This design comes from an exercise in tuning for small area on the open sky130 flow, not from production work.
Only simulation tests tie the RTL to the original design; equivalence was not proved.
Power is estimated from default activity; no workload was simulated.

==> flow/design.v <==
`timescale 1ns / 1ps
module fifo_control
    #(
        parameter ADDR_WIDTH = 3
    )
    (
        input   clk,
        input   reset,
        input   r_en,
        input   w_en,
        output  empty,
        output  full,
        output  [ADDR_WIDTH - 1: 0] w_addr,
        output  [ADDR_WIDTH - 1: 0] r_addr
    );
    reg  [ADDR_WIDTH: 0] w_ptr_reg;
    reg  [ADDR_WIDTH: 0] r_ptr_reg;
    always @(posedge clk) begin
        if (reset)
            w_ptr_reg <= 0;
        else if (w_en & !full)
            w_ptr_reg <= w_ptr_reg + 1'b1;
    end
    always @(posedge clk) begin
        if (reset)
            r_ptr_reg <= 0;
        else if (r_en & !empty)
            r_ptr_reg <= r_ptr_reg + 1'b1;
    end
    assign empty  = (r_ptr_reg == w_ptr_reg);
    assign full   = (w_ptr_reg[ADDR_WIDTH-1:0] == r_ptr_reg[ADDR_WIDTH-1:0]) &
                    (w_ptr_reg[ADDR_WIDTH] ^ r_ptr_reg[ADDR_WIDTH]);
    assign w_addr = w_ptr_reg[ADDR_WIDTH-1:0];
    assign r_addr = r_ptr_reg[ADDR_WIDTH-1:0];
endmodule
`timescale 1ns / 1ps
module fifo_dual_port_ram_simple
    #(
        parameter DATA_WIDTH = 384,
        parameter ADDR_WIDTH = 3
    )
    (
        input                        clk,
        input                        w_en,
        input                        reset,
        input   [ADDR_WIDTH - 1 : 0] w_addr,
        input   [ADDR_WIDTH - 1 : 0] r_addr,
        input   [DATA_WIDTH - 1 : 0] w_data,
        output  [DATA_WIDTH  -1 : 0] r_data,
        output                       r_filled    
    );
    reg [DATA_WIDTH - 1: 0] mem [0: 2**ADDR_WIDTH - 1];
    reg word_all_filled;
    assign r_data   = mem[r_addr];
    assign r_filled = word_all_filled | (r_addr < w_addr);
    always @(posedge clk) begin
        if (w_en)
            mem[w_addr] <= w_data;
    end
    always @(posedge clk) begin
        if (reset)
            word_all_filled <= 1'b0;
        else if (w_en && w_addr == {ADDR_WIDTH{1'b1}})
            word_all_filled <= 1'b1;
    end
endmodule
`timescale 1ns / 1ps
module fifo_syn_depth8
    #(
        parameter DATA_WIDTH = 384,
        parameter ADDR_WIDTH = 3
    )
    (
        input   clk,
        input   reset,
        input   w_en,
        input   r_en,
        input   [DATA_WIDTH - 1: 0] w_data,
        output  empty,
        output  full,
        output  [DATA_WIDTH -1: 0] r_data,
        output  r_filled
    );
    wire [ADDR_WIDTH - 1: 0] w_addr;
    wire [ADDR_WIDTH - 1: 0] r_addr;
    fifo_dual_port_ram_simple #(
        .DATA_WIDTH(DATA_WIDTH),
        .ADDR_WIDTH(ADDR_WIDTH)
        )
    fifo_dual_port_ram_instance(
        .clk     (clk),
        .reset   (reset),
        .w_en    (w_en & ~full),
        .w_addr  (w_addr),
        .r_addr  (r_addr),
        .w_data  (w_data),
        .r_data  (r_data),
        .r_filled(r_filled)
        );
    fifo_control #(
        .ADDR_WIDTH(ADDR_WIDTH)
        )
    fifo_control_instance(
        .clk     (clk),
        .reset   (reset),
        .r_en    (r_en),
        .w_en    (w_en),
        .empty   (empty),
        .full    (full),
        .w_addr  (w_addr),
        .r_addr  (r_addr)
        );
endmodule
`timescale 1ns / 1ps
module osu_gen_data(
        input           clk,
        input           rst,
        input           enable,
        input  [1:0]    rsel,        
        output [7:0]    r_base,      
        output          p1_hdr,      
        output          p1_zero,     
        output          p2_hdr,
        output          p2_zero
    );
    reg [1:0] count_packet;
    reg [7:0] payload_count_byte;
    reg       osu_valid;
    reg [1:0] gen_count;             
    always @(posedge clk) begin
        if (rst) begin
            count_packet       <= 2'd0;
            payload_count_byte <= 8'hff;
            osu_valid          <= 1'b0;
            gen_count          <= 2'd0;
        end else begin
            osu_valid <= enable;
            if (enable) begin
                count_packet       <= count_packet + 2'd1;
                payload_count_byte <= payload_count_byte + ((count_packet == 2'd0) ? 8'd41 : 8'd48);
                if (gen_count != 2'd3)
                    gen_count <= gen_count + 2'd1;
            end
        end
    end
    wire [1:0] cp1 = osu_valid ? count_packet - 2'd1 : count_packet;
    reg [7:0] k;
    always @*
        case ({rsel, osu_valid, count_packet})
            5'b00_0_00: k = 8'd16;
            5'b00_0_01: k = 8'd16;
            5'b00_0_10: k = 8'd16;
            5'b00_0_11: k = 8'd16;
            5'b00_1_00: k = 8'd64;
            5'b00_1_01: k = 8'd57;
            5'b00_1_10: k = 8'd64;
            5'b00_1_11: k = 8'd64;
            5'b01_0_00: k = 8'd32;
            5'b01_0_01: k = 8'd32;
            5'b01_0_10: k = 8'd32;
            5'b01_0_11: k = 8'd32;
            5'b01_1_00: k = 8'd80;
            5'b01_1_01: k = 8'd73;
            5'b01_1_10: k = 8'd80;
            5'b01_1_11: k = 8'd80;
            5'b10_0_00: k = 8'd48;
            5'b10_0_01: k = 8'd41;
            5'b10_0_10: k = 8'd48;
            5'b10_0_11: k = 8'd48;
            5'b10_1_00: k = 8'd96;
            5'b10_1_01: k = 8'd89;
            5'b10_1_10: k = 8'd89;
            5'b10_1_11: k = 8'd96;
            5'b11_0_00: k = 8'd64;
            5'b11_0_01: k = 8'd57;
            5'b11_0_10: k = 8'd64;
            5'b11_0_11: k = 8'd64;
            5'b11_1_00: k = 8'd112;
            5'b11_1_01: k = 8'd105;
            5'b11_1_10: k = 8'd105;
            5'b11_1_11: k = 8'd112;
            default: k = 8'd0;
        endcase
    assign r_base  = payload_count_byte - k;
    assign p1_hdr  = (cp1 == 2'd1);
    assign p2_hdr  = (cp1 == 2'd2);
    assign p1_zero = osu_valid ? (gen_count <= 2'd1) : (gen_count == 2'd0);
    assign p2_zero = osu_valid ? (gen_count <= 2'd2) : (gen_count <= 2'd1);
endmodule
`timescale 1ns / 1ps
module odu_gen_data(
        input           clk,
        input           rst,
        input           enable,
        output [13:0]   word_out,
        output          valid_gen_out,
        output [1:0]    mfas_out,       
        output [3:0]    hdr_row         
        );
    localparam [3:0]
        STATE_IDLE          = 4'd0,
        STATE_OSU_WAIT      = 4'd1,
        STATE_OVERHEAR_ROW1 = 4'd2,
        STATE_PAYLOAD_ROW1  = 4'd3,
        STATE_END_ROW1      = 4'd4,
        STATE_OVERHEAR_ROW2 = 4'd5,
        STATE_PAYLOAD_ROW2  = 4'd6,
        STATE_END_ROW2      = 4'd7,
        STATE_OVERHEAR_ROW3 = 4'd8,
        STATE_PAYLOAD_ROW3  = 4'd9,
        STATE_END_ROW3      = 4'd10;
    reg [3:0]   state_reg;
    reg [6:0]   osu_count_reg;
    wire        osu_gen_enable_reg;
    reg         valid_gen_out_reg;
    reg [3:0]   odu_row_count_reg;
    reg [13:0]  word_reg;
    reg         word_set;        
    wire [7:0]  r_base;
    reg  [1:0]  rsel;
    wire        p1_hdr, p1_zero, p2_hdr, p2_zero;
    assign osu_gen_enable_reg = ~(state_reg == STATE_IDLE || state_reg == STATE_END_ROW3 ||
                                  (state_reg == STATE_PAYLOAD_ROW2 && osu_count_reg == 7'd78));
    osu_gen_data osu_gen_data_instance(
        .clk     (clk),
        .rst     (rst),
        .enable  (osu_gen_enable_reg & enable),
        .rsel    (rsel),
        .r_base  (r_base),
        .p1_hdr  (p1_hdr),
        .p1_zero (p1_zero),
        .p2_hdr  (p2_hdr),
        .p2_zero (p2_zero)
    );
    function [1:0] pmode;
        input       hdr;
        input       zero;
        input [1:0] c;
        pmode = zero ? 2'd0 : ((c == 2'd2) && hdr) ? 2'd2 : 2'd1;
    endfunction
    wire [1:0] p1c1 = pmode(p1_hdr, p1_zero, 2'd1);
    wire [1:0] p1c2 = pmode(p1_hdr, p1_zero, 2'd2);
    wire [1:0] p2c0 = pmode(p2_hdr, p2_zero, 2'd0);
    wire [1:0] p2c1 = pmode(p2_hdr, p2_zero, 2'd1);
    wire [1:0] p2c2 = pmode(p2_hdr, p2_zero, 2'd2);
    localparam [1:0] SPEC = 2'd3;
    reg [13:0] word_next;
    reg [3:0]  state_next;
    reg [6:0]  osu_count_next;
    reg        valid_next;
    reg [3:0]  row_next;
    always @* begin
        state_next          = state_reg;
        osu_count_next      = osu_count_reg;
        valid_next          = 1'b1;
        row_next            = odu_row_count_reg;
        word_next           = word_reg;
        rsel                = 2'd0;
        case (state_reg)
            STATE_IDLE: begin
                state_next          = STATE_OSU_WAIT;
                osu_count_next      = 7'd0;
                valid_next          = 1'b0;
                row_next            = 4'd0;
                word_next           = {2'd0, 2'd3, 10'd0};
            end
            STATE_OSU_WAIT: begin
                state_next = STATE_OVERHEAR_ROW1;
                valid_next = 1'b0;
            end
            STATE_OVERHEAR_ROW1: begin
                state_next     = STATE_PAYLOAD_ROW1;
                osu_count_next = osu_count_reg + 7'd1;
                row_next       = odu_row_count_reg + 4'd1;
                word_next      = {SPEC, p1c2, p1c1, 8'd0}; rsel = 2'd1;
            end
            STATE_PAYLOAD_ROW1: begin
                osu_count_next = osu_count_reg + 7'd1;
                word_next      = {p2c0, p1c2, p1c1, 8'd0}; rsel = 2'd1;
                if (osu_count_reg == 7'd78) state_next = STATE_END_ROW1;
            end
            STATE_END_ROW1: begin
                osu_count_next = 7'd0;
                state_next     = STATE_OVERHEAR_ROW2;
                word_next      = {p2c0, p1c2, SPEC, 8'd0}; rsel = 2'd1;
            end
            STATE_OVERHEAR_ROW2: begin
                state_next     = STATE_PAYLOAD_ROW2;
                osu_count_next = osu_count_reg + 7'd1;
                row_next       = odu_row_count_reg + 4'd1;
                word_next      = {SPEC, p2c1, p2c0, 8'd0}; rsel = 2'd3;
            end
            STATE_PAYLOAD_ROW2: begin
                osu_count_next = osu_count_reg + 7'd1;
                word_next      = {p2c2, p2c1, p2c0, 8'd0}; rsel = 2'd3;
                if (osu_count_reg == 7'd78)
                    state_next = STATE_END_ROW2;
            end
            STATE_END_ROW2: begin
                osu_count_next      = 7'd0;
                state_next          = STATE_OVERHEAR_ROW3;
                word_next           = {p1c2, p1c1, SPEC, 8'd0}; rsel = 2'd0;
            end
            STATE_OVERHEAR_ROW3: begin
                state_next     = STATE_PAYLOAD_ROW3;
                osu_count_next = osu_count_reg + 7'd1;
                row_next       = odu_row_count_reg + 4'd1;
                word_next      = {SPEC, p2c0, p1c2, 8'd0}; rsel = 2'd2;
            end
            STATE_PAYLOAD_ROW3: begin
                osu_count_next      = osu_count_reg + 7'd1;
                word_next           = {p2c1, p2c0, p1c2, 8'd0}; rsel = 2'd2;
                if (osu_count_reg == 7'd78)
                    state_next = STATE_END_ROW3;
            end
            STATE_END_ROW3: begin
                osu_count_next      = 7'd0;
                state_next          = STATE_OVERHEAR_ROW1;
                word_next           = {p2c1, p2c0, SPEC, 8'd0}; rsel = 2'd2;
            end
            default: begin
                state_next = STATE_IDLE;
                valid_next = valid_gen_out_reg;
            end
        endcase
    end
    always @(posedge clk) begin
        if (enable)
            word_reg <= {word_next[13:8], r_base};    
    end
    always @(posedge clk) begin
        if (rst)
            word_set <= 1'b0;
        else if (enable)
            word_set <= 1'b1;
    end
    always @(posedge clk) begin
        if (rst) begin
            valid_gen_out_reg  <= 1'b0;
            state_reg          <= STATE_IDLE;
            osu_count_reg      <= 7'd0;
            odu_row_count_reg  <= 4'd0;
        end else if (enable) begin
            valid_gen_out_reg  <= valid_next;
            state_reg          <= state_next;
            osu_count_reg      <= osu_count_next;
            odu_row_count_reg  <= (odu_row_count_reg == 4'd12) ? 4'd0 : row_next;
        end else
            valid_gen_out_reg  <= 1'b0;
    end
    wire [3:0] row_sub_1 = odu_row_count_reg - 4'd1;
    assign mfas_out      = {row_sub_1[3], ~row_sub_1[3] & row_sub_1[2]};
    assign hdr_row       = row_sub_1;
    assign word_out      = {word_reg[13:8] & {6{word_set}}, word_reg[7:0]};
    assign valid_gen_out = valid_gen_out_reg;
endmodule
module odu_word_decode #(parameter HAS_ONES = 1) (
        input  [13:0]  word,
        input  [3:0]   hdr_row,       
        output [383:0] data,
        output         frame_start,
        output         row_start
        );
    wire [1:0] m2 = word[13:12], m1 = word[11:10], m0 = word[9:8];
    wire       ones = HAS_ONES ? (m1 == 2'd3) : 1'b0;
    wire [3:0] l1 = word[3:0];
    wire [3:0] h  = word[7:4];
    wire [3:0] hp1 = h + 4'd1, hm1 = h - 4'd1, hm2 = h - 4'd2;
    wire       z0 = (m0 == 2'd2);
    wire [3:0] l0 = z0 ? l1 + 4'd9 : l1;
    wire       c0 = z0 & (l1 >= 4'd7);       
    wire [3:0] h0    = (z0 & ~c0) ? h   : hp1;
    wire [3:0] h0_m1 = (z0 & ~c0) ? hm1 : h;
    wire       z1 = (m1 == 2'd2);
    wire [3:0] l2 = z1 ? l1 - 4'd9 : l1;
    wire       b2c = z1 & (l1 >= 4'd9);      
    wire [3:0] h2    = b2c ? h   : hm1;
    wire [3:0] h2_m1 = b2c ? hm1 : hm2;
    odu_chunk_decode #(.KIND(2)) chunk2 (
        .l(l2), .h(h2), .hm1(h2_m1), .row(hdr_row), .ones(ones), .en_lo(m2[0] ^ m2[1]), .en_hi(m2[0] & ~m2[1]),
        .spec(m2[0] & m2[1]), .d(data[383:256]));
    odu_chunk_decode #(.KIND(0)) chunk1 (
        .l(l1), .h(h), .hm1(hm1), .row(4'd0), .ones(ones), .en_lo(m1[0] ^ m1[1]), .en_hi(m1[0] & ~m1[1]),
        .spec(1'b0), .d(data[255:128]));
    odu_chunk_decode #(.KIND(1)) chunk0 (
        .l(l0), .h(h0), .hm1(h0_m1), .row(4'd0), .ones(ones), .en_lo(m0[0] ^ m0[1]), .en_hi(m0[0] & ~m0[1]),
        .spec(m0[0] & m0[1]), .d(data[127:0]));
    assign row_start   = m2[0] & m2[1];
    assign frame_start = row_start & ~hdr_row[1] & ~hdr_row[0];
endmodule
module odu_chunk_decode #(parameter KIND = 0) (
        input  [3:0]   l,        
        input  [3:0]   h,        
        input  [3:0]   hm1,      
        input  [3:0]   row,
        input          ones,
        input          en_lo,
        input          en_hi,
        input          spec,
        output [127:0] d
        );
    function lt;
        input [3:0] x;
        input [3:0] c;
        input integer n;
        integer i;
        begin
            lt = 1'b0;
            for (i = 0; i < n; i = i + 1)
                lt = c[i] ? (~x[i] | lt) : (~x[i] & lt);
        end
    endfunction
    function cbit;
        input [3:0] bb;
        input integer j;
        input integer p;
        reg   [3:0] n;
        reg   [7:0] mf;
        begin
            if (KIND == 1)
                cbit = (p == 0 || p == 3 || p == 4 || p == 7);
            else if (KIND == 2) begin
                n  = {bb[1] & bb[0], bb[1] ^ bb[0], ~bb[0]};
                mf = {bb[3], bb[2], {6{bb[3] & bb[2]}}};
                if (j == 1)
                    cbit = (~bb[1] & ~bb[0]) ? mf[p] : n[p % 4];
                else
                    cbit = n[p % 4];
            end else
                cbit = 1'b0;
        end
    endfunction
    wire [7:0] b = {h, l};
    genvar j, p;
    generate
        for (j = 0; j < 16; j = j + 1) begin : g_byte
            wire en = (j < 9) ? en_lo : en_hi;
            for (p = 0; p < 8; p = p + 1) begin : g_bit
                wire raw0, raw1, sel;
                if (p >= 4) begin : g_hi
                    assign raw0 = h[p - 4];
                    assign raw1 = hm1[p - 4];
                    assign sel  = lt(b[3:0], j, 4);
                end else begin : g_lo
                    assign raw0 = b[p] ^ ((j >> p) & 1);
                    assign raw1 = ~b[p] ^ ((j >> p) & 1);
                    assign sel  = lt(b[3:0], j, p);
                end
                wire c  = cbit(row, j, p);
                wire g0 = ones | (en & raw0) | (spec & c);
                wire g1 = ones | (en & raw1) | (spec & c);
                assign d[8*j + p] = sel ? g1 : g0;
            end
        end
    endgenerate
endmodule
`timescale 1ns / 1ps
module odu_count_reg(
        input   clk,
        input   rst,
        input   enable_chid,
        input   chid_type,
        output  enable_gen_data
    );
    reg [16:0] value_count_reg;
    wire [17:0] value_sub_y = {1'b0, value_count_reg} - (chid_type ? 18'd9373 : 18'd74984);
    assign enable_gen_data = ~value_sub_y[17];
    always @(posedge clk) begin
        if (rst)
            value_count_reg <= 17'd0;
        else if (enable_chid) begin
            if (enable_gen_data)
                value_count_reg <= value_sub_y[16:0];
            else
                value_count_reg <= value_count_reg + (chid_type ? 17'd7 : 17'd9);
        end
    end
endmodule
`timescale 1ns / 1ps
module odu_count_gen_fifo(
    input           clk,
    input           rst,
    input           enable_chid,
    input           type_chid,
    input           fifo_read_enable,
    output          fifo_empty,
    output [394:0]  fifo_data_out,
    output [383:0]  data_chid,
    output          data_valid_chid
    );
    wire         enable_gen_data;
    wire [13:0]  word;
    wire [3:0]   hdr_row;
    wire         valid;
    wire [1:0]   mfas;
    wire [17:0]  fifo_entry;        
    wire         empty;
    wire         fifo_filled;
    wire [17:0]  fifo_word;         
    odu_count_reg odu_count_reg_instance(
        .clk             (clk),
        .rst             (rst),
        .enable_chid     (enable_chid),
        .chid_type       (type_chid),
        .enable_gen_data (enable_gen_data)
    );
    odu_gen_data odu_gen_data_instance(
        .clk           (clk),
        .rst           (rst),
        .enable        (enable_gen_data),
        .word_out      (word),
        .valid_gen_out (valid),
        .mfas_out      (mfas),
        .hdr_row       (hdr_row)
    );
    fifo_syn_depth8 #(
        .DATA_WIDTH(18),
        .ADDR_WIDTH(1)
        )
    fifo_syn_depth8_instace (
        .clk    (clk),
        .reset  (rst),
        .w_en   (valid),
        .r_en   (fifo_read_enable & ~empty),
        .w_data ({mfas, hdr_row[1:0], word}),
        .empty  (empty),
        .full   (),
        .r_data (fifo_entry),
        .r_filled(fifo_filled)
        );
    assign fifo_word = {fifo_entry[17:16] & {2{fifo_filled}}, fifo_entry[15:14],
                        fifo_entry[13:8] & {6{fifo_filled}}, fifo_entry[7:0]};
    wire fifo_frame_start, fifo_row_start;
    odu_word_decode data_decode(
        .word        (word),
        .hdr_row     (hdr_row),
        .data        (data_chid),
        .frame_start (),
        .row_start   ()
    );
    odu_word_decode #(.HAS_ONES(0)) fifo_decode(
        .word        (fifo_word[13:0]),
        .hdr_row     (fifo_word[17:14]),
        .data        (fifo_data_out[393:10]),
        .frame_start (fifo_frame_start),
        .row_start   (fifo_row_start)
    );
    assign fifo_data_out[394]   = |fifo_word[13:8];
    assign fifo_data_out[9]     = fifo_frame_start;
    assign fifo_data_out[8]     = fifo_row_start;
    assign fifo_data_out[7:0]   = {fifo_word[17:16], 6'd0};
    assign fifo_empty           = empty;
    assign data_valid_chid      = valid;
endmodule
==> flow/flow/run.sh <==
#!/bin/bash
# The standard flow with these changes:
#  - after the standard synthesis, the combinational cells are re-mapped for
#    area (remap.sh); the flip-flops are left exactly as synthesis made them;
#  - the port buffers use the smallest buffer cell (sky130_fd_sc_hd__buf_1);
#  - clock tree synthesis inserts no dummy loads;
#  - global placement is not timing driven (GPL_TIMING_DRIVEN 0), and the
#    synthesis buffers it would have removed are removed before it
#    (pre_global_place.tcl).
set -euo pipefail
export PRE_GLOBAL_PLACE_TCL=$(pwd)/flow/pre_global_place.tcl
export BUFFER_PORTS_ARGS="-buffer_cell sky130_fd_sc_hd__buf_1"
export CTS_ARGS="-sink_clustering_enable -repair_clock_nets -buf_list sky130_fd_sc_hd__clkbuf_16 -dont_use_dummy_load"
RES=orfs/results/${FLOW_PLATFORM:-sky130hd}/odu_count_gen_fifo/base
bash standard.sh synth > log_1_standard_synth.txt 2>&1
cp $RES/1_2_yosys.v 1_2_yosys_standard.v
bash flow/remap.sh 1_2_yosys_standard.v 1_2_yosys_remap.v log_2_remap_yosys.txt
cp 1_2_yosys_remap.v $RES/1_2_yosys.v
touch $RES/1_2_yosys.v
bash standard.sh > log_3_standard_finish.txt 2>&1
==> flow/flow/pre_global_place.tcl <==
# remove the buffers synthesis inserted, as global placement does when it is
# timing driven
remove_buffers
==> flow/flow/remap.sh <==
#!/bin/bash
# remap.sh IN.v OUT.v LOG
# Re-maps the combinational cells of the standard synthesis netlist IN.v for
# area with ABC's area mapper, keeping every flip-flop instance (name, cell
# type, connections and the names of the nets its Q pin drives) unchanged.
set -euo pipefail
IN=$1; OUT=$2; LOG=$3
FLOW=${FLOW_HOME:-/OpenROAD-flow-scripts/flow}
LIB=$FLOW/platforms/sky130hd/lib/sky130_fd_sc_hd__tt_025C_1v80.lib
YOSYS=$(command -v yosys || echo /OpenROAD-flow-scripts/tools/install/yosys/bin/yosys)
SEQ=$(grep -o 'sky130_fd_sc_hd__[a-z0-9_]*' $IN | sort -u | grep -E '__(e?s?df|dl|sdl|edf)' | tr '\n' ' ')
DU=""
for c in $(grep -o 'sky130_fd_sc_hd__\(lpflow_[a-z0-9_]*\|probe[a-z_0-9]*\)' $LIB | sort -u); do DU="$DU -dont_use $c"; done
A="strash;dch,-f;amap,-F,10,-A,10;topo"
cat > ${OUT%.v}.ys <<EOY
read_liberty -ignore_miss_func $LIB
read_verilog $IN
hierarchy -top odu_count_gen_fifo
blackbox $SEQ
flatten
rename -hide w:_*_.*
opt_clean
stat -liberty $LIB
abc -liberty $LIB $DU -script +$A;$A;$A;$A
read_liberty -lib -overwrite $LIB
splitnets
opt_clean -purge
hilomap -singleton -hicell sky130_fd_sc_hd__conb_1 HI -locell sky130_fd_sc_hd__conb_1 LO
insbuf -buf sky130_fd_sc_hd__buf_4 A X
check -assert
stat -liberty $LIB
write_verilog -noattr -nohex -nodec $OUT
EOY
$YOSYS -s ${OUT%.v}.ys > $LOG 2>&1
==> flow/standard.sh <==
#!/bin/bash
# synth_recipe.tcl (not shown) runs the flow's synth.tcl, then flattens the netlist and writes it again
# the make line also repeats each setting of config.mk as NAME=value (left out here)
make -C /OpenROAD-flow-scripts/flow DESIGN_CONFIG=/design/flow/config.mk WORK_HOME=/design/flow/orfs CLKGATE_MAP_FILE= SYNTH_SCRIPT=/design/flow/synth_recipe.tcl "${@:-finish}"
==> flow/config.mk <==
export PLATFORM = sky130hd
export DESIGN_NAME = odu_count_gen_fifo
export DESIGN_NICKNAME = odu_count_gen_fifo
export VERILOG_FILES = /design/flow/design.v
export SDC_FILE = /design/flow/constraint.sdc
export NUM_CORES = 4
export LEC_CHECK = 0
export ABC_AREA = 1
export CAP_MARGIN = 20
export CORE_AREA = 4 4 266 266
export CTS_BUF_LIST = sky130_fd_sc_hd__clkbuf_16
export DIE_AREA = 0 0 270 270
export GPL_TIMING_DRIVEN = 0
export PLACE_DENSITY = 0.75
export SETUP_SLACK_MARGIN = 0.1
export SLEW_MARGIN = 20
==> flow/constraint.sdc <==
create_clock -name core_clock -period 6.0 [get_ports {clk}]
set_input_delay 1.2000 -clock core_clock [delete_from_list [all_inputs] [get_ports {clk}]]
set_output_delay 1.2000 -clock core_clock [all_outputs]
set_load 0.01 [all_outputs]
==> impl.org, run 1 <==
** Status
- The run finished with no timing, DRC or antenna violations.

** Min path
- The worst hold path begins at odu_gen_data_instance.osu_count_reg[6].
- Counting instances, the worst hold path has a depth of 1.
- Worst hold path class :: reg2reg
- Hold Path End :: odu_gen_data_instance.osu_count_reg[6]

** Layout
- The area growth from synthesis to layout is 27.58%.
- Multi-input combinational cell area :: 0.007881 sq mm
- Fraction of layout instances using a drive strength above 1 :: 6.614%
- NumNets Final :: 2653
- Registers take 0.002566 sq mm.
- Counting the fill cells in the layout gives 7775.
- Flip-flop count of the largest register after layout :: 36
- Commonest non-fill, non-tap cell in the layout :: buf_1
- Once layout is complete, the utilization of the core stands at 24.12%.
- Most frequent cells in the layout :: 772 x buf_1, 424 x o22ai_1, 328 x nor2_1

** Power
- Leakage power of the design :: 4.968 nW
- P per Cell Area :: 80.08 mW/mm^2
- The worst-case IR drop observed on VDD is 0.0001152 V.

** Worst setup path
- Flop-to-flop setup slack :: 1420 ps
- The critical path in this run is classified as reg2out.
- Worst reg2reg path endpoint :: odu_gen_data_instance.osu_count_reg[6]
- Critical path startpoint category :: flop
- Critical path fanouts, max :: 71
- At the worst endpoint, the required time is 4800 ps.
- Count of cells along the worst register-to-register path :: 21
- RR Startpoint :: odu_count_reg_instance.value_count_reg[2]
- Data arrival time at the worst-slack endpoint :: 4590 ps
- Setup crit end kind :: primary output

** Route
- WL per Instance :: 26.30 um
- Number of vias per cell :: 5.547
- After the first detailed-routing iteration, the DRC count stood at 2604.
- Final Routed Wirelength :: 92620 um
- # DRC :: 0
- Initial DRT Pass Iterations :: 9
- Routed vias :: 19530
- The count of nets left with antenna violations once routing finished came out at 0.

** Global route
- Antenna violations before repair :: 2
- Summed over all layers, the global routing overflow is 0.
- Global router's overall resource usage :: 23.53%
- Met2 global-route usage :: 36.28%
- Global routing met3 resource utilization :: 9.443%
- The first global-routing pass estimated 129000 um of wire.
- Busiest layer in global routing :: met2
- For met1 alone, demand over resource in global routing was 29.39%.
- Entering global routing, the biggest net connects 72 pins.
- Vias in the first global route :: 17510

** Timing
- Setup repair after global routing missed its margin :: no
- For this run, the top clock speed supported by timing is 172.8 MHz.
- For the pin with the worst max-slew slack, the measured transition is 1223 ps.
- The hold violation total from the final report was 0.
- Setup violations remaining at the end of the flow were counted as 0.
- Max-Slew Margin vs Limit :: 17.62%
- Max Transition Viols Final :: 0
- Clk_skew :: 15.46 ps
- After layout, the minimum clock period comes to 5786 ps.
- The worst path uses 96.44% of the clock period.
- The worst path meets setup with 213.8 ps of slack.

** Clock network
- Clock-pin slew on the worst setup and hold paths :: 70 ps
- For this design, the CTS-stage hold fixing added 0 buffers.
- Number of sinks handled by clock tree synthesis :: 103
- Clock latency reported for the late side of the worst-skew pair :: 350 ps
- Deepest clock path buffer count :: 2
- Clock root cell :: clkbuf_16
- Cts bufs inserted :: 9
- TritonCTS built the clock tree.
- Depth of the CTS H-tree :: 3

** Yosys
- Summing every instance area after synthesis gives 0.01278 sq mm.
- Synth Area per Inst :: 6.264 sq um
- Yosys warns :: 8
- Synth Instances :: 2041

** Die
- Number of placement rows :: 95
- Die footprint :: 0.07290 sq mm
- Once the floorplan was initialized, standard cells occupied 18.90% of the core.
- The die is 270 um wide.
- In this run the standard cell core region covers 0.06763 sq mm.
- 786 I/O pins were placed.
- Height of the die :: 270 um

** Placement
- DP HPWL :: 75270 um
- Count of input and output buffers :: 779
- The congestion estimate from routability-driven global placement came to 1.017.
- Post-placement worst setup slack :: -2995 ps

** Flow run
- Across the run, the number of max-cap violations was 0.
==> cell type report <==
type | count | share of cell area [%]
timing repair buffer | 825 | 20.63
multi-input combinational | 1417 | 48.32
inverter | 292 | 7.211
tap | 873 | 6.697
sequential | 103 | 15.73
antenna | 2 | 0.03068
clock buffer | 9 | 1.381
==> layer usage <==
metal / wire (um) / vias to the layer above / share of wire [%]
met3: 12530 / 254 / 14
li1: - / 8507 / -
met2: 39500 / 1578 / 43
met4: 4569 / 0 / 4.9
met1: 36020 / 9192 / 39
met5: 0 / - / 0
==> timing repair <==
action,CTS,global route
gates resized for setup,104,48
cloned,1,0
pin swaps,7,7
buffers inserted,16,16
endpoints found under the setup margin,453,170
==> critical path: stages, from the launching register on <==
cell	delay [ps]
dfxtp_1	430
nand2_4	340
nor2_4	410
buf_16	220
clkinv_4	400
o21ai_2	410
clkinv_1	600
o21ai_0	400
clkinv_1	420
o22ai_1	320
buf_1	230
==> worst max-delay path by stage <==
stage / startpoint / endpoint
floorplan: flop / fifo_data_out[296]
global placement: flop / fifo_data_out[389]
detailed placement: flop / fifo_data_out[389]
CTS: odu_gen_data_instance.word_reg[1] / data_chid[379]
global route: type_chid / flop
finish: odu_gen_data_instance.word_set / data_chid[23]
==> through the flow <==
stage,power [mW],TNS [ps],hold slack [ps],cell area [sq um],std cells
after floorplan,0.8059,0,410.2,12810,2046
after global placement,0.8206,-1179680,426.3,15070,3463
after detailed placement,0.8225,-369240,437.3,15320,3477
after CTS,1.319,0,457.6,16020,3503
after global routing,1.356,0,500.3,16310,3519
final,1.306,0,455.9,16310,3521
==> power by group <==
part / switching (mW) / internal (mW)
registers: 0.00513 / 0.735
logic: 0.0466 / 0.0222
clock network: 0.232 / 0.265
total: 0.284 / 1.02
==> run 2, diff against run 1 <==
--- a/flow/config.mk
+++ b/flow/config.mk
@@ -13,4 +13,4 @@
 export GPL_TIMING_DRIVEN = 0
-export PLACE_DENSITY = 0.75
-export SETUP_SLACK_MARGIN = 0.1
+export PLACE_DENSITY = 0.6
+export SETUP_SLACK_MARGIN = 0.05
 export SLEW_MARGIN = 20
==> impl.org, run 2 <==
** Status
- Outcome :: complete, no violations

** Route
- Antenna-violating nets left :: 0
- The first TritonRoute pass finished after 8 iterations.
- Final Routed Wirelength :: 89060 um
- WL per Instance :: 25.37 um
- The final route contains 19130 vias.
- Number of vias per cell :: 5.451
- Initial DRC Count :: 2139
- # DRC :: 0

** Worst setup path
- STA classifies the critical path endpoint as a primary output.
- Data on the critical path is required at its endpoint by 4800 ps.
- The cell that appears most often on the critical path is clkinv_1.
- Critical path startpoint category :: flop
- Critical path fanouts, max :: 18
- In this design, the largest share of critical-path delay is due to buffers and inverters.
- Together, buffers and inverters on the worst path number 8.
- The worst setup path is of the reg2out kind.
- For this run, the slowest stage of the critical path takes 390 ps.
- Walking the worst path, the cells encountered are clkinv_4 > o22ai_2 > buf_6 > clkinv_2 > nand2_1 > clkinv_1 > nor2_1 > clkinv_1 > o22ai_4 > clkinvlp_4 > nor2_2 > nand2_1 > clkinv_1 > nor2_1 > o21ai_0 > buf_1.
- Data arrival time at the worst-slack endpoint :: 4660 ps
- The largest individual stage delay along the critical path comes from the cell o22ai_4.

** Layout
- NumNets Final :: 2644
- Leaving out fill and tap cells, the most frequent cells in the layout are 768 x buf_1, 425 x o22ai_1, 329 x nor2_1.
- Commonest non-fill, non-tap cell in the layout :: buf_1
- 0 antenna diodes ended up in the layout.
- The finished cells cover 0.01619 sq mm.
- Area Overhead vs Synth :: 26.64%
- After the flow finishes, the layout carries non-filler instances totaling 3510.
- Of the cells placed in the final design, the portion with a size suffix greater than 1 is 6.181%.
- At the end of the flow the core is filled with cells to 23.94%.
- The register with the most flip-flops in the layout has 36 of them.

** Placement
- Cell Count Post-Placement :: 3477
- The wire-length estimate of the detail-placed layout is 72520 um.
- Count of input and output buffers :: 779
- Once placement finished, the instance area stood at 0.01534 sq mm.
- The congestion estimate from routability-driven global placement came to 0.9832.

** Clock network
- The cell sitting at the root of the clock tree is a clkbuf_16.
- TritonCTS built the clock tree.
- Deepest clock path buffer count :: 2
- Depth of the CTS H-tree :: 3
- Clock-pin slew was measured on the worst setup and hold paths at 60 ps.
- Clock latency reported for the late side of the worst-skew pair :: 350 ps
- Cts bufs inserted :: 9
- Number of sinks handled by clock tree synthesis :: 103

** Yosys
- Synth Area per Inst :: 6.264 sq um
- Synth Instances :: 2041
- Mapped Area :: 0.01278 sq mm
- Yosys warns :: 8

** Power
- Worst IR Drop VDD :: 0.00009713 V
- Leakage power of the design :: 4.925 nW
- P per Cell Area :: 80.40 mW/mm^2
- Final total power :: 1.302 mW

** Global route
- The first global-routing pass estimated 124600 um of wire.
- Global router's overall resource usage :: 22.49%
- Vias in the first global route :: 17130
- Summed over all layers, the global routing overflow is 0.
- The number of antenna violations at the first check in global routing was 1.
- Entering global routing, the biggest net connects 72 pins.

** Min path
- Worst hold path class :: reg2reg

** Die
- Initial core utilization :: 18.90%
- Number of placement rows :: 95
- From left edge to right edge, the die measures 270 um.
- Height of the die :: 270 um
- The die covers 0.07290 sq mm.
- Area inside the core boundary :: 0.06763 sq mm
- 786 I/O pins were placed.

** Timing
- Transition time at the pin with the least slew margin :: 1278 ps
- Setup-failing EPs final :: 0
- Max-Slew Margin vs Limit :: 13.89%
- The hold violation total from the final report is 0.
- Setup repair after global routing could not meet its margin everywhere.
- Period utilization :: 97.68%
- For the final database, setup skew stands at 16.04 ps.
- The smallest clock period supported by the final layout is computed as 5861 ps.
- Max Transition Viols Final :: 0
- Achievable clock frequency :: 170.6 MHz

** Flow run
- Count of max-cap constraint violations :: 0
-- run 2: report_power, final --
part	internal, mW	total [mW]	switching [mW]
Combinational	0.0222	0.0697	0.0475
Clock	0.265	0.492	0.227
Sequential	0.735	0.740	0.00498
-- run 2: what timing repair did --
item	in CTS	in global routing
buffers inserted	15	7
cloned	1	1
pin swaps	6	3
setup endpoints to repair	485	180
hold endpoints to repair	0	0
gates resized for setup	91	48
hold buffers	0	0
-- run 2: routing by layer --
layer,global-route usage (%),part of all wire (%),vias to the layer above
met5,0,0.011,-
met4,8.076,3.8,2
met3,7.746,12,185
met2,34.52,43,1400
met1,29.27,41,9036
li1,-,-,8510
-- run 2: path summary, 6_finish.rpt --
path	depth (start not counted)	slack, ps	start	to
min	1	460	odu_gen_data_instance.osu_count_reg[6]	odu_gen_data_instance.osu_count_reg[6]
max	16	140	flop	fifo_data_out[53]
min reg2reg	1	460	odu_gen_data_instance.osu_count_reg[6]	odu_gen_data_instance.osu_count_reg[6]
max reg2reg	20	1590	odu_count_reg_instance.value_count_reg[2]	flop
-- run 2: area by class of cell --
| cell class | count | area (sq um) |
|---|---|---|
| Fill cell | 7839 | 51440 |
| Multi-Input combinational cell | 1418 | 7829 |
| Timing Repair Buffer | 815 | 3312 |
| Sequential cell | 103 | 2566 |
| Inverter | 292 | 1166 |
| Tap cell | 873 | 1092 |
| Clock buffer | 9 | 225.2 |
-- run 2: stage by stage --
stage / hold WS (ps) / setup TNS (ps) / worst slack [ps]
2_1_floorplan: 410.2 / 0 / 91.65
3_3_place_gp: 430.4 / -1097710 / -4047
3_5_place_dp: 431.1 / -420800 / -2952
4_1_cts: 465.5 / 0 / 51.31
5_1_grt: 488.2 / -38.46 / -18.17
6_report: 461.1 / 0 / 139.2
==> run 3, diff against run 2 <==
--- a/flow/config.mk
+++ b/flow/config.mk
@@ -13,3 +13,3 @@
 export GPL_TIMING_DRIVEN = 0
-export PLACE_DENSITY = 0.6
+export PLACE_DENSITY = 0.5
 export SETUP_SLACK_MARGIN = 0.05
==> impl.org, run 3 <==
** Clock network
- Number of sinks handled by clock tree synthesis :: 103
- The clock reaches the later pin of the worst-skew pair after 350 ps.
- Cts bufs inserted :: 9
- The H-tree generated during clock tree synthesis spans 3 levels.
- The root buffer cell chosen for the clock tree is clkbuf_16.
- After clock tree synthesis, the clock-pin slew on the worst setup and hold paths is 70 ps.
- CTS Hold Buffers Added :: 0
- CTS tree :: built
- Deepest clock path buffer count :: 2

** Timing
- Period utilization :: 96.95%
- Hold Violations, Final :: 0
- Post-layout minimum cycle time :: 5817 ps
- Setup repair after global routing missed its margin :: yes
- Across all hold checks on the routed design, the worst slack comes to 458.8 ps.
- Max Transition Viols Final :: 0
- Achievable clock frequency :: 171.9 MHz
- Clk_skew :: 22.05 ps
- Setup violations remaining at the end of the flow were counted as 0.
- Transition time at the pin with the least slew margin :: 1203 ps
- Headroom to the max-slew limit came out at 19.78%.
- Setup TNS after final layout :: 0 ps

** Global route
- Maximum number of pins on one net before global-route repair :: 72
- Total congestion overflow after global routing :: 0
- Global router's overall resource usage :: 22.86%
- Wire length of the first global-routing pass :: 126600 um
- The number of antenna violations at the first check in global routing came to 1.
- Vias in the first global route :: 17260

** Die
- Height of the die :: 270 um
- The core region is 0.06763 sq mm.
- The floorplan has 95 rows.
- The initial utilization of the core area, before any placement, comes to 18.90%.
- From left edge to right edge, the die measures 270 um.
- Top-level I/O count :: 786
- Die footprint :: 0.07290 sq mm

** Flow run
- Across the run, the number of max-cap violations was 0.

** Layout
- The count of cells in the finished layout, fillers not included, comes to 3504.
- After routing the design area is 0.01615 sq mm.
- Fraction of layout instances using a drive strength above 1 :: 5.929%
- The sequential cells in the finished layout cover a total of 0.002566 sq mm.
- Area Overhead vs Synth :: 26.34%
- Commonest non-fill, non-tap cell in the layout :: buf_1
- Summing all multi-input logic gate instances after layout gives 0.007866 sq mm.
- The number of antenna diodes in the final layout is 0.
- Most frequent cells in the layout :: 769 x buf_1, 424 x o22ai_1, 331 x nor2_1
- NumNets Final :: 2638
- Flip-flop count of the largest register after layout :: 36
- Fill cells in the final layout number 7944.

** Power
- Summed over all cells, the static leakage comes to 4.900 nW.
- Worst IR Drop VDD :: 0.0001063 V
- P per Cell Area :: 81.07 mW/mm^2
- Total power for the finished layout comes to 1.309 mW.

** Yosys
- Synthesis produced a netlist whose cell count is 2041.
- Yosys warns :: 8
- The synthesized netlist occupies a cell area of 0.01278 sq mm.
- The average instance in the mapped netlist occupies 6.264 sq um.

** Worst setup path
- Critical path cell sequence :: buf_4 > o22ai_1 > clkinv_1 > nor2_1 > nand2_1 > a21oi_1 > o22ai_1 > nor2_1 > clkinv_1 > o22ai_1 > buf_1
- STA classifies the critical path startpoint as a flop.
- The critical path contains buffers and inverters numbering 4 combined.
- Flop-to-flop setup slack :: 1370 ps
- Critical-path top delay cell :: o22ai_1
- STA puts the critical path data required time at 4800 ps.
- Setup Crit Path Kind :: reg2out
- The largest single stage delay on the critical path is 940 ps.
- Number of stages on the worst setup path :: 11
- Setup crit end kind :: primary output
- Data arrival time at the worst-slack endpoint :: 4620 ps
- In this run the worst path has a maximum fanout of 18.
- Cell occurring most often along the worst timing path :: o22ai_1
- Top cell family by delay on the critical path :: compound AO/OA/AOI/OAI gates
- RR Startpoint :: odu_count_reg_instance.value_count_reg[2]
- Worst Setup EP :: fifo_data_out[329]
- Worst reg2reg path endpoint :: odu_gen_data_instance.osu_count_reg[6]
- Measured in cells, the most critical reg-to-reg path has a length of 21.

** Placement
- Count of input and output buffers :: 779
- DP HPWL :: 72640 um
- Total cell area at the placement stage :: 0.01529 sq mm
- Cell Count Post-Placement :: 3473
- The congestion estimate from routability-driven global placement came to 0.9826.

** Route
- After detailed routing, the average wire length per cell comes to 25.58 um.
- After the first detailed-routing iteration, the DRC count stood at 2251.
- Final Routed Wirelength :: 89650 um
- Antenna-violating nets left :: 0
- In the routed design, unresolved DRC markers number 0.
- Across all layers, the routed design uses 19040 vias.
- Number of vias per cell :: 5.433
- The pre-antenna-repair detailed-routing pass consisted of 6 iterations.

** Status
- Outcome :: complete, no violations

** Min path
- Counting instances, the worst hold path has a depth of 1.
- The min-delay analysis places its worst path in the category reg2reg.
[run 3: power breakdown]
group / switching [mW] / leakage [nW] / internal [mW]
clock network: 0.235 / 0.111 / 0.265
logic: 0.0472 / 3.92 / 0.0221
registers: 0.00522 / 0.868 / 0.735
total: 0.287 / 4.90 / 1.02
[run 3: routing by layer]
layer / up-vias / global-route usage [%] / wire [um]
met4: 0 / 9.003 / 3953
met5: - / 0 / 0
li1: 8496 / - / -
met2: 1312 / 34.43 / 38140
met3: 207 / 9.292 / 11590
met1: 9023 / 29.09 / 35970
[run 3: worst min-delay path by stage]
stage	from	endpoint	slack, ps
floorplan	flop	flop	410
global placement	flop	flop	430
detailed placement	flop	flop	430
CTS	flop	flop	460
global route	odu_gen_data_instance.osu_count_reg[1]	odu_gen_data_instance.osu_count_reg[1]	500
finish	odu_gen_data_instance.osu_count_reg[6]	odu_gen_data_instance.osu_count_reg[6]	460
[run 3: area by class of cell]
| type | count | share of cell area, % |
|---|---|---|
| clock buffer | 9 | 1.394 |
| inverter | 292 | 7.127 |
| multi-input combinational | 1418 | 48.70 |
| sequential | 103 | 15.89 |
| tap | 873 | 6.763 |
| timing repair buffer | 809 | 20.13 |
[run 3: what timing repair did]
action / CTS / global route
setup buffers: 14 / 5
pin swaps: 8 / 0
gates cloned: 2 / 0
setup endpoints to repair: 511 / 192
gates resized for setup: 87 / 55
[run 3: stage by stage]
step,setup WS [ps],utilization [%]
3_5_place_dp,-3041,22.61
2_1_floorplan,91.65,-
3_3_place_gp,-4254,22.27
6_report,183.2,23.88
5_1_grt,15.24,23.88
4_1_cts,65.15,23.52
==> run 4, diff against run 3 <==
--- a/flow/config.mk
+++ b/flow/config.mk
@@ -13,3 +13,3 @@
 export GPL_TIMING_DRIVEN = 0
-export PLACE_DENSITY = 0.5
+export PLACE_DENSITY = 0.65
 export SETUP_SLACK_MARGIN = 0.05
==> impl.org, run 4 <==
** Status
- The run finished with no timing, DRC or antenna violations.

** Power
- P per Cell Area :: 80.55 mW/mm^2
- Relative contribution of combinational cells to total power :: 5.2%
- Cell Int Power :: 1.022 mW
- Share of total power consumed by net switching :: 21.89%
- Leakage power of the design :: 4.988 nW
- Summed over all nets, the switching power comes to 286.4 uW.
- Worst IR Drop VDD :: 0.0001206 V
- The clock network burns 38.2% of the power.
- Sequential share of power :: 56.6%

** Layout
- Commonest non-fill, non-tap cell in the layout :: buf_1
- In the final layout, flip-flops and latches occupy 0.002566 sq mm.
- Area Overhead vs Synth :: 27.04%
- 0 antenna diodes ended up in the layout.
- Summing all multi-input logic gate instances after layout gives 0.007876 sq mm.
- After routing the design area is 0.01624 sq mm.
- Flip-flop count of the largest register after layout :: 36
- Counting the fill cells in the layout gives 7888.
- Cells with a size suffix above 1 make up 6.553% of the layout.
- Excluding fillers, the count of instances in the completed layout stands at 3513.
- Most frequent cells in the layout :: 763 x buf_1, 425 x o22ai_1, 330 x nor2_1
- In the final design database the tool counted 2647 nets.

** Timing
- Max-Slew Margin vs Limit :: 14.36%
- The number of max-slew violations in the final report was 0.
- In the finished design, the share of the clock period the worst path needs comes to 96.67%.
- Setup repair after global routing could not meet its margin everywhere.
- Achievable clock frequency :: 172.4 MHz
- Setup violations remaining at the end of the flow were counted as 0.
- Across the routed clock network, the largest skew measured is 14.83 ps.
- The hold violation total from the final report came to 0.
- Post-layout minimum cycle time :: 5800 ps
- Final hold slack :: 452.6 ps
- Setup TNS after final layout :: 0 ps
- For the pin with the worst max-slew slack, the measured transition is 1271 ps.

** Clock network
- The longest clock path from root to sink contains 2 buffers.
- Clock tree synthesis found a total of 103 sinks.
- TritonCTS built the clock tree.
- The cell sitting at the root of the clock tree is a clkbuf_16.
- Clock latency reported for the late side of the worst-skew pair :: 350 ps
- In this run the number of H-tree levels came out at 3.
- CTS Hold Buffers Added :: 0
- Cts bufs inserted :: 9
- Clock-pin slew was measured on the worst setup and hold paths at 70 ps.

** Global route
- Maximum number of pins on one net before global-route repair :: 72
- Vias in the first global route :: 17140
- Global routing used 22.92% of the available tracks.
- In this run the most used layer during global routing was met2.
- Antenna violations before repair :: 1
- In the global route stage, met1 resource usage came out at 29.19%.
- Total congestion overflow after global routing :: 0
- Wire length of the first global-routing pass :: 126100 um
- For this run, global-route usage on met3 was measured as 7.906%.
- Met2 global-route usage :: 36.01%

** Worst setup path
- The worst register-to-register path ends at odu_gen_data_instance.osu_count_reg[6].
- Along the worst path, the maximum fanout reaches 9.
- Setup Crit Path Kind :: reg2out
- On the critical path, the stage with the largest delay is an instance of o21ai_0.
- Measured in cells, the most critical reg-to-reg path has a length of 21.
- For the worst setup path, the data arrival time is 4600 ps.
- Largest stage delay on the critical path :: 710 ps
- Setup slack on the worst reg-to-reg path comes out at 1440 ps.
- In this run the critical register-to-register path is launched from odu_count_reg_instance.value_count_reg[2].
- Critical path cell sequence :: clkinv_1 > nor2_4 > nand2_1 > o21ai_0 > clkinv_1 > o22ai_4 > clkinvlp_4 > o21ai_0 > clkinv_1 > nor2_1 > nand2_1 > nand2_1 > buf_1
- Required time of the critical path :: 4800 ps
- The worst setup path is captured at a primary output.
- The worst setup path is launched from a flop.

** Placement
- DP HPWL :: 73390 um
- GPL Wtd Cong :: 0.9992
- Count of input and output buffers :: 779
- Once placement finished, the instance area stood at 0.01531 sq mm.
- Once placement completed, the tool counted placed cells totaling 3475.

** Route
- Antenna-violating nets left :: 0
- The first detailed-routing pass took 5 iterations.
- Initial DRC Count :: 2224
- WL per Instance :: 25.79 um
- Routed vias :: 19240
- Number of vias per cell :: 5.478
- Final Routed Wirelength :: 90600 um
- In the routed design, unresolved DRC markers number 0.

** Die
- Once the floorplan was initialized, standard cells occupied 18.90% of the core.
- The die covers 0.07290 sq mm.
- The floorplan step set the die width to 270 um.
- Area inside the core boundary :: 0.06763 sq mm
- During I/O placement, the number of pins put on the boundary was 786.
- Height of the die :: 270 um
- Number of placement rows :: 95

** Yosys
- Synth Instances :: 2041
- Yosys warns :: 8
- Mapped Area :: 0.01278 sq mm
- A synthesized cell averages 6.264 sq um.

** Min path
- Count of cells along the worst hold path :: 1
- The tightest min-delay check is of the reg2reg type.
- Startpoint of the tightest hold check path :: odu_gen_data_instance.osu_count_reg[6]
- Hold Path End :: odu_gen_data_instance.osu_count_reg[6]

** Flow run
- Count of max-cap constraint violations :: 0
run 4: cell types whose count changed in the layout (fill, tap and decap cells not counted), sizes merged:
cell / delta
clkinv: +3
clkinvlp: -1
buf: +10
clkbuf: -1
inv: -2
run 4: how the worst max path moves through the flow:
stage	slack [ps]	start	cells after the start	to
finish	200	odu_gen_data_instance.word_reg[1]	13	data_chid[83]
global route	10	flop	16	fifo_data_out[88]
CTS	60	flop	19	fifo_data_out[393]
detailed placement	-3250	flop	14	fifo_data_out[389]
global placement	-4590	flop	13	fifo_data_out[389]
floorplan	90	flop	16	fifo_data_out[296]
run 4: critical path, delay by kind of cell, from the launching register on:
| kind | cells | cell delay [ps] |
|---|---|---|
| AO/OA/AOI/OAI | 3 | 1290 |
| buffers and inverters | 5 | 1510 |
| flip-flops | 1 | 520 |
| AND/OR/NAND/NOR | 5 | 900 |
run 4: cell type report:
class / count / area share [%]
clock buffers: 9 / 1.387
well taps: 873 / 6.725
multi-input cells: 1418 / 48.49
flip-flops and latches: 103 / 15.80
repair buffers: 818 / 20.47
inverters: 292 / 7.126
run 4: repair_timing:
item                                    4_1_cts  5_1_grt
hold endpoints to repair                      0        0
pin swaps                                     7        5
setup buffers                                15       11
endpoints found under the setup margin      517      184
resized for setup                           107       42
cloned                                        2        0
run 4: power groups by stage:
stage / sequential [mW] / clock, mW / combinational [mW]
after floorplan: 0.755 / 0 / 0.0512
after global placement: 0.756 / 0 / 0.0659
after detailed placement: 0.756 / 0 / 0.0669
after CTS: 0.740 / 0.513 / 0.0674
after global routing: 0.741 / 0.539 / 0.0774
final: 0.740 / 0.500 / 0.0686
run 4: per-stage QoR:
| step | worst slack (ps) | total power [mW] | utilization [%] |
|---|---|---|---|
| after floorplan | 91.65 | 0.8059 | - |
| after global placement | -4591 | 0.8216 | 22.27 |
| after detailed placement | -3250 | 0.8228 | 22.64 |
| after CTS | 59.44 | 1.320 | 23.68 |
| after global routing | 11.90 | 1.357 | 24.01 |
| final | 199.6 | 1.308 | 24.01 |
run 4: layer usage:
| metal | up-vias | wire length (um) |
|---|---|---|
| li1 | 8491 | - |
| met5 | - | 0 |
| met4 | 0 | 3711 |
| met2 | 1391 | 39230 |
| met1 | 9168 | 36820 |
| met3 | 193 | 10840 |
==> run 5, diff against run 4 <==
--- a/flow/config.mk
+++ b/flow/config.mk
@@ -13,3 +13,3 @@
 export GPL_TIMING_DRIVEN = 0
-export PLACE_DENSITY = 0.65
+export PLACE_DENSITY = 0.4
 export SETUP_SLACK_MARGIN = 0.05
==> impl.org, run 5 <==
** Die
- The floorplan has 95 rows.
- Horizontal die dimension :: 270 um
- Height of the die :: 270 um
- The initial utilization of the core area, before any placement, comes to 18.90%.
- Top-level I/O count :: 786
- Area inside the core boundary :: 0.06763 sq mm
- The die covers 0.07290 sq mm.

** Power
- P per Cell Area :: 81.26 mW/mm^2
- For this design the static power due to leakage is 4.958 nW.
- IR analysis of the VDD net gives a maximum drop of 0.0001113 V.
- The design draws 1.314 mW.

** Timing
- For this run, the top clock speed supported by timing is 173.0 MHz.
- Max-Slew Margin vs Limit :: 19.20%
- Setup repair after global routing missed its margin :: yes
- After routing, the total negative slack on setup checks comes to 0 ps.
- In the finished design, the share of the clock period the worst path needs comes to 96.36%.
- Clk_skew :: 17.13 ps
- Setup slack on the critical path of the routed design comes to 218.2 ps.
- Hold Violations, Final :: 0
- The number of max-slew violations in the final report is 0.
- For the pin with the worst max-slew slack, the measured transition is 1199 ps.
- After layout, the minimum clock period comes to 5782 ps.
- Hold is met by 464.1 ps.
- Setup violations remaining at the end of the flow were counted as 0.

** Global route
- Met1 global-route usage :: 31.58%
- Vias in the first global route :: 17140
- Antenna violations before repair :: 4
- The first global-routing pass estimated 130100 um of wire.
- Global routing met3 resource utilization :: 9.798%
- Entering global routing, the biggest net connects 72 pins.
- Global router's overall resource usage :: 23.65%
- Busiest layer in global routing :: met2
- Total congestion overflow after global routing :: 0
- Met2 global-route usage :: 36.30%

** Route
- Routed vias :: 18770
- The pre-antenna-repair detailed-routing pass consisted of 5 iterations.
- Number of vias per cell :: 5.347
- Initial DRC Count :: 1945
- After detailed routing, the number of remaining DRC violations is 0.
- Antenna-violating nets left :: 0
- After detailed routing, the average wire length per cell comes to 26.48 um.
- Final Routed Wirelength :: 92970 um

** Min path
- Hold Path End :: odu_gen_data_instance.osu_count_reg[6]
- The path class of the tightest hold or removal check is reg2reg.
- Startpoint of the tightest hold check path :: odu_gen_data_instance.osu_count_reg[6]
- Count of cells along the worst hold path :: 1

** Layout
- The post-route netlist has 6.331% of its cells at a drive strength greater than 1.
- Area of all placed cells without fillers :: 0.01617 sq mm
- At the end of the flow, the number of nets in the layout was 2645.
- Leaving out fill and tap cells, the most frequent cell in the layout is buf_1.
- Diodes inserted :: 0
- From synthesis to final layout, the design area changed by 26.48%.
- Most frequent cells in the layout :: 761 x buf_1, 423 x o22ai_1, 330 x nor2_1
- The register with the most flip-flops in the layout has 36 of them.

** Worst setup path
- The worst register-to-register path has a depth of 21.
- In this run the critical register-to-register path is captured at odu_gen_data_instance.osu_count_reg[6].
- For flop-to-flop paths, the worst setup slack is 1550 ps.
- RR Startpoint :: odu_count_reg_instance.value_count_reg[2]
- Setup Crit Path Kind :: reg2out
- Along the worst path, the maximum fanout reaches 9.
- Critical path startpoint category :: flop
- Setup crit end kind :: primary output
- Data arrival time at the worst-slack endpoint :: 4580 ps
- STA puts the critical path data required time at 4800 ps.

** Placement
- Post-placement worst setup slack :: -3323 ps
- Count of input and output buffers :: 779
- Summed over all nets, the half-perimeter wirelength after detailed placement is 76130 um.
- Total cell area at the placement stage :: 0.01531 sq mm
- GPL Wtd Cong :: 0.9521

** Yosys
- In this run the cell area of the synthesized design comes to 0.01278 sq mm.
- Yosys warns :: 8
- Synthesis produced 2041 cells.
- Synth Area per Inst :: 6.264 sq um

** Clock network
- CTS tree :: built
- Cts bufs inserted :: 9
- After clock tree synthesis, the clock-pin slew on the worst setup and hold paths is 60 ps.
- Clock latency reported for the late side of the worst-skew pair :: 350 ps
- CTS Hold Buffers Added :: 0
- Number of sinks handled by clock tree synthesis :: 103
- CTS built an H-tree with a depth of 3.
- Deepest clock path buffer count :: 2
- The tree is rooted in a clkbuf_16.

** Status
- Outcome :: complete, no violations

** Flow run
- The tool flagged a number of max-cap violations equal to 0.
## run 5: worst max path at each step
stage	from	endpoint	slack (ps)	depth (start not counted)
finish	odu_gen_data_instance.word_reg[1]	data_chid[31]	220	13
global route	odu_gen_data_instance.word_reg[1]	data_chid[30]	10	13
CTS	odu_gen_data_instance.word_set	data_chid[116]	60	13
detailed placement	flop	fifo_data_out[389]	-3320	13
global placement	flop	fifo_data_out[389]	-4620	13
floorplan	flop	fifo_data_out[296]	90	16
## run 5: repair_timing
item,4_1_cts,5_1_grt
gates cloned,1,0
resized for setup,95,44
setup endpoints to repair,492,173
setup buffers,14,12
pin swaps,7,3
## run 5: metrics by stage
| stage | util [%] | std cells |
|---|---|---|
| floorplan | - | 2046 |
| global placement | 22.27 | 3463 |
| detailed placement | 22.64 | 3475 |
| CTS | 23.57 | 3499 |
| global route | 23.91 | 3511 |
| finish | 23.91 | 3511 |
## run 5: final cells by class
| type | count | area, sq um |
|---|---|---|
| Clock buffer | 9 | 225.2 |
| Multi-Input combinational cell | 1417 | 7833 |
| Fill cell | 7974 | 51460 |
| Timing Repair Buffer | 817 | 3309 |
| Inverter | 292 | 1145 |
| Tap cell | 873 | 1092 |
| Sequential cell | 103 | 2566 |
## run 5: layer usage
metal	part of all wire, %	vias to the layer above
met3	13	94
met5	0	-
li1	-	8487
met2	43	1156
met4	1.7	0
met1	43	9037
## run 5: critical path, stage by stage, from the launching register on
cell,delay [ps]
edfxtp_1,520
clkinvlp_4,360
nor2_4,310
nand2_1,140
o21ai_0,220
clkinv_1,220
o22ai_2,360
clkinv_1,320
nor2_1,320
clkinv_1,240
nor2_2,350
clkinv_1,200
o22ai_1,450
buf_1,220
## run 5: where the power goes
group          internal (mW)  total, mW  switching, mW  leakage (nW)
clock network          0.265      0.504          0.239         0.111
logic                 0.0221     0.0702         0.0480          3.98
registers              0.735      0.740        0.00523         0.868
total                   1.02       1.31          0.292          4.96
==> run 6, diff against run 5 <==
--- a/flow/config.mk
+++ b/flow/config.mk
@@ -13,3 +13,3 @@
 export GPL_TIMING_DRIVEN = 0
-export PLACE_DENSITY = 0.4
+export PLACE_DENSITY = 0.45
 export SETUP_SLACK_MARGIN = 0.05
==> impl.org, run 6 <==
** Worst setup path
- Required time of the critical path :: 4800 ps
- Setup Crit Path Kind :: reg2out
- Count of cells along the worst register-to-register path :: 21
- For the worst setup path, the data arrival time is 4590 ps.
- Flop-to-flop setup slack :: 1660 ps
- Worst reg2reg path endpoint :: odu_gen_data_instance.osu_count_reg[6]
- Critical path startpoint category :: flop
- STA classifies the critical path endpoint as a primary output.
- Critical path fanouts, max :: 18
- In this run the critical register-to-register path is launched from odu_count_reg_instance.value_count_reg[2].

** Route
- Routed vias :: 19010
- Final Routed Wirelength :: 93830 um
- In this run, the number of DRC markers left after iteration 0 of detailed routing was 2239.
- # DRC :: 0
- The first detailed-routing pass took 8 iterations.
- In the routed layout, each cell is associated on average with a via count of 5.408.
- WL per Instance :: 26.69 um
- Antenna-violating nets left :: 0

** Power
- For this design the ratio of total power to cell area is 80.87 mW/mm^2.
- Worst IR Drop VDD :: 0.00009471 V
- Leakage power of the design :: 4.987 nW

** Clock network
- Depth of the CTS H-tree :: 3
- The longest clock path from root to sink contains 2 buffers.
- TritonCTS built the clock tree.
- Clock-pin slew was measured on the worst setup and hold paths at 70 ps.
- In this run the clock root is driven by a clkbuf_16.
- The number of clock buffers added by TritonCTS is 9.
- Number of sinks handled by clock tree synthesis :: 103
- For the worst-skew pair, the clock arrives at the later sink with an insertion delay of 350 ps.

** Placement
- Post-placement worst setup slack :: -3267 ps
- After detailed placement, the design holds a cell count of 3476.
- After legalization and detailed placement, the total HPWL measured 77140 um.
- GPL Wtd Cong :: 0.9783
- In this run the tool buffered the top-level ports with 779 buffer cells.

** Layout
- Final design utilization :: 24.04%
- NumNets Final :: 2649
- Most frequent cells in the layout :: 760 x buf_1, 423 x o22ai_1, 329 x nor2_1
- Diodes inserted :: 0
- The register with the most flip-flops in the layout has 36 of them.
- The finished layout holds 3515 standard cells, fillers aside.
- Area Overhead vs Synth :: 27.19%
- Fraction of layout instances using a drive strength above 1 :: 7.002%
- The layout has 7916 filler cells.
- The library cell used most frequently in the layout, excluding fill and tap cells, is buf_1.

** Timing
- The number of max-slew violations in the final report was 0.
- After layout, the worst path uses 96.55% of the clock period.
- Setup violations remaining at the end of the flow were counted as 0.
- Post-route setup slack :: 207.2 ps
- The hold violation total from the final report is 0.
- Max-Slew Margin vs Limit :: 16.59%
- Subtracting the final worst setup slack from the clock period gives 5793 ps.
- Achievable clock frequency :: 172.6 MHz
- At the pin with the least slew margin, the transition time is 1238 ps.
- Setup repair after global routing missed its margin :: yes
- Clk_skew :: 19.85 ps

** Yosys
- Yosys warns :: 8
- Counting every instance in the synthesized netlist gives 2041.
- Mapped Area :: 0.01278 sq mm
- Synth Area per Inst :: 6.264 sq um

** Min path
- The worst hold path belongs to the class reg2reg.
- For hold timing, the worst endpoint is odu_gen_data_instance.osu_count_reg[6].
- Along the worst hold path, the cell count comes to 1.
- The worst hold path begins at odu_gen_data_instance.osu_count_reg[6].

** Die
- Once the floorplan was initialized, standard cells occupied 18.90% of the core.
- Top-level I/O count :: 786
- The core region is 0.06763 sq mm.
- Height of the die :: 270 um
- The floorplan step defined a die boundary enclosing 0.07290 sq mm.
- Measured along the x axis, the die boundary spans 270 um.
- The floorplan has 95 rows.

** Global route
- Maximum number of pins on one net before global-route repair :: 72
- Wire length of the first global-routing pass :: 130000 um
- Global routing finished with a remaining overflow of 0.
- Antenna violations before repair :: 1
- The via count of the first global-routing pass is 16990.
- Global router's overall resource usage :: 23.78%

** Flow run
- Count of max-cap constraint violations :: 0

** Status
- Outcome :: complete, no violations
==> run 6: final cells by class <==
class                           count  area, sq um  area share [%]
Clock buffer                        9        225.2           1.385
Tap cell                          873         1092           6.717
Sequential cell                   103         2566           15.78
Multi-Input combinational cell   1418         7870           48.40
Timing Repair Buffer              820         3342           20.55
Inverter                          292         1165           7.164
==> run 6: stage by stage <==
| step | setup TNS, ps | power (mW) | instance area [sq um] | hold WS, ps |
|---|---|---|---|---|
| after global routing | 0 | 1.370 | 16260 | 500.8 |
| after CTS | 0 | 1.334 | 15980 | 456.7 |
| after floorplan | 0 | 0.8059 | 12810 | 410.2 |
| after global placement | -1120110 | 0.8237 | 15060 | 427.1 |
| final | 0 | 1.315 | 16260 | 460.0 |
| after detailed placement | -443430 | 0.8236 | 15310 | 433.4 |
==> run 6: how the worst max path moves through the flow <==
stage	start	endpoint	depth (start not counted)	slack [ps]
2_1_floorplan	flop	fifo_data_out[296]	16	90
3_3_place_gp	flop	fifo_data_out[389]	13	-4240
3_5_place_dp	flop	fifo_data_out[285]	17	-3270
4_1_cts	type_chid	odu_gen_data_instance.osu_count_reg[6]	24	60
5_1_grt	odu_gen_data_instance.word_reg[0]	data_chid[123]	13	10
6_report	flop	fifo_data_out[285]	18	210
==> run 6: timing repair <==
action                                  4_1_cts  5_1_grt
hold buffers                                  0        0
endpoints found under the hold margin         0        0
endpoints found under the setup margin      478      194
cloned                                        2        0
gates resized for setup                     105       47
setup buffers                                14       14
pin swaps                                     6        4
==> run 6: worst max-delay path: stages (launching register included) <==
cell and delay [ps]:
dfxtp_4 370, clkinv_4 170, o22ai_2 170, buf_6 210
clkinv_2 200, nor2_2 250, clkinv_1 190, nor2_2 200
clkinv_1 180, nor2_4 210, clkinv_2 150, o211ai_1 300
clkinv_2 240, nor2_4 300, clkinv_2 230, nor2_4 220
clkinv_1 190, a21oi_2 260, buf_1 180
==> run 6: power by group <==
part           total, mW  internal [mW]  switching (mW)
registers          0.740          0.735         0.00504
clock network      0.506          0.265           0.240
logic             0.0697         0.0221          0.0476
==> run 6: routing by layer <==
layer  vias up  routed length [um]  track usage, %
met5         -                   0               0
met3       145               12920           10.55
li1       8516                   -               -
met1      9051               39320           31.51
met4         0                2943           5.974
met2      1298               38650           35.25

-- port drivers added, routing unchanged --
No port has a modelled driver above. Below, the same layouts with a new extraction and two added sets of constraints. Step 1 (the two cells are an assumption about what drives the block):
set clk [get_ports {clk}]
set_driving_cell -lib_cell sky130_fd_sc_hd__clkbuf_16 $clk
set_driving_cell -lib_cell sky130_fd_sc_hd__buf_2 [delete_from_list [all_inputs] $clk]
Step 2 times the ports against the registers' clock, not the clock port: input delays grow and output delays shrink by t, the midpoint of the rising clock arrivals with the driver on. Slacks: ideal ports / drivers / drivers and shift; pairs: ideal ports / drivers.
run | t, ns | setup WS [ns] | hold slack, ns | worst setup path after step 2 | worst slew at a driven data input, ns
run 1 | 0.395 | 0.214 / 0.166 / 0.204 | 0.456 / 0.456 / 0.456 | input to register | 0.08
run 2 | 0.391 | 0.139 / 0.093 / 0.089 | 0.461 / 0.461 / 0.461 | input to register | 0.07
run 3 | 0.394 | 0.183 / 0.132 / 0.192 | 0.459 / 0.459 / 0.459 | input to register | 0.07
run 4 | 0.390 | 0.200 / 0.153 / 0.189 | 0.453 / 0.453 / 0.453 | input to register | 0.06
run 5 | 0.390 | 0.218 / 0.171 / 0.275 | 0.464 / 0.464 / 0.464 | input to register | 0.06
run 6 | 0.386 | 0.207 / 0.164 / 0.193 | 0.460 / 0.460 / 0.460 | input to register | 0.07
After both steps setup and hold are still met in every run listed. For run 2, which loses most, drivers alone change the setup slack by -0.046 ns; drivers and shift together by -0.050 ns.
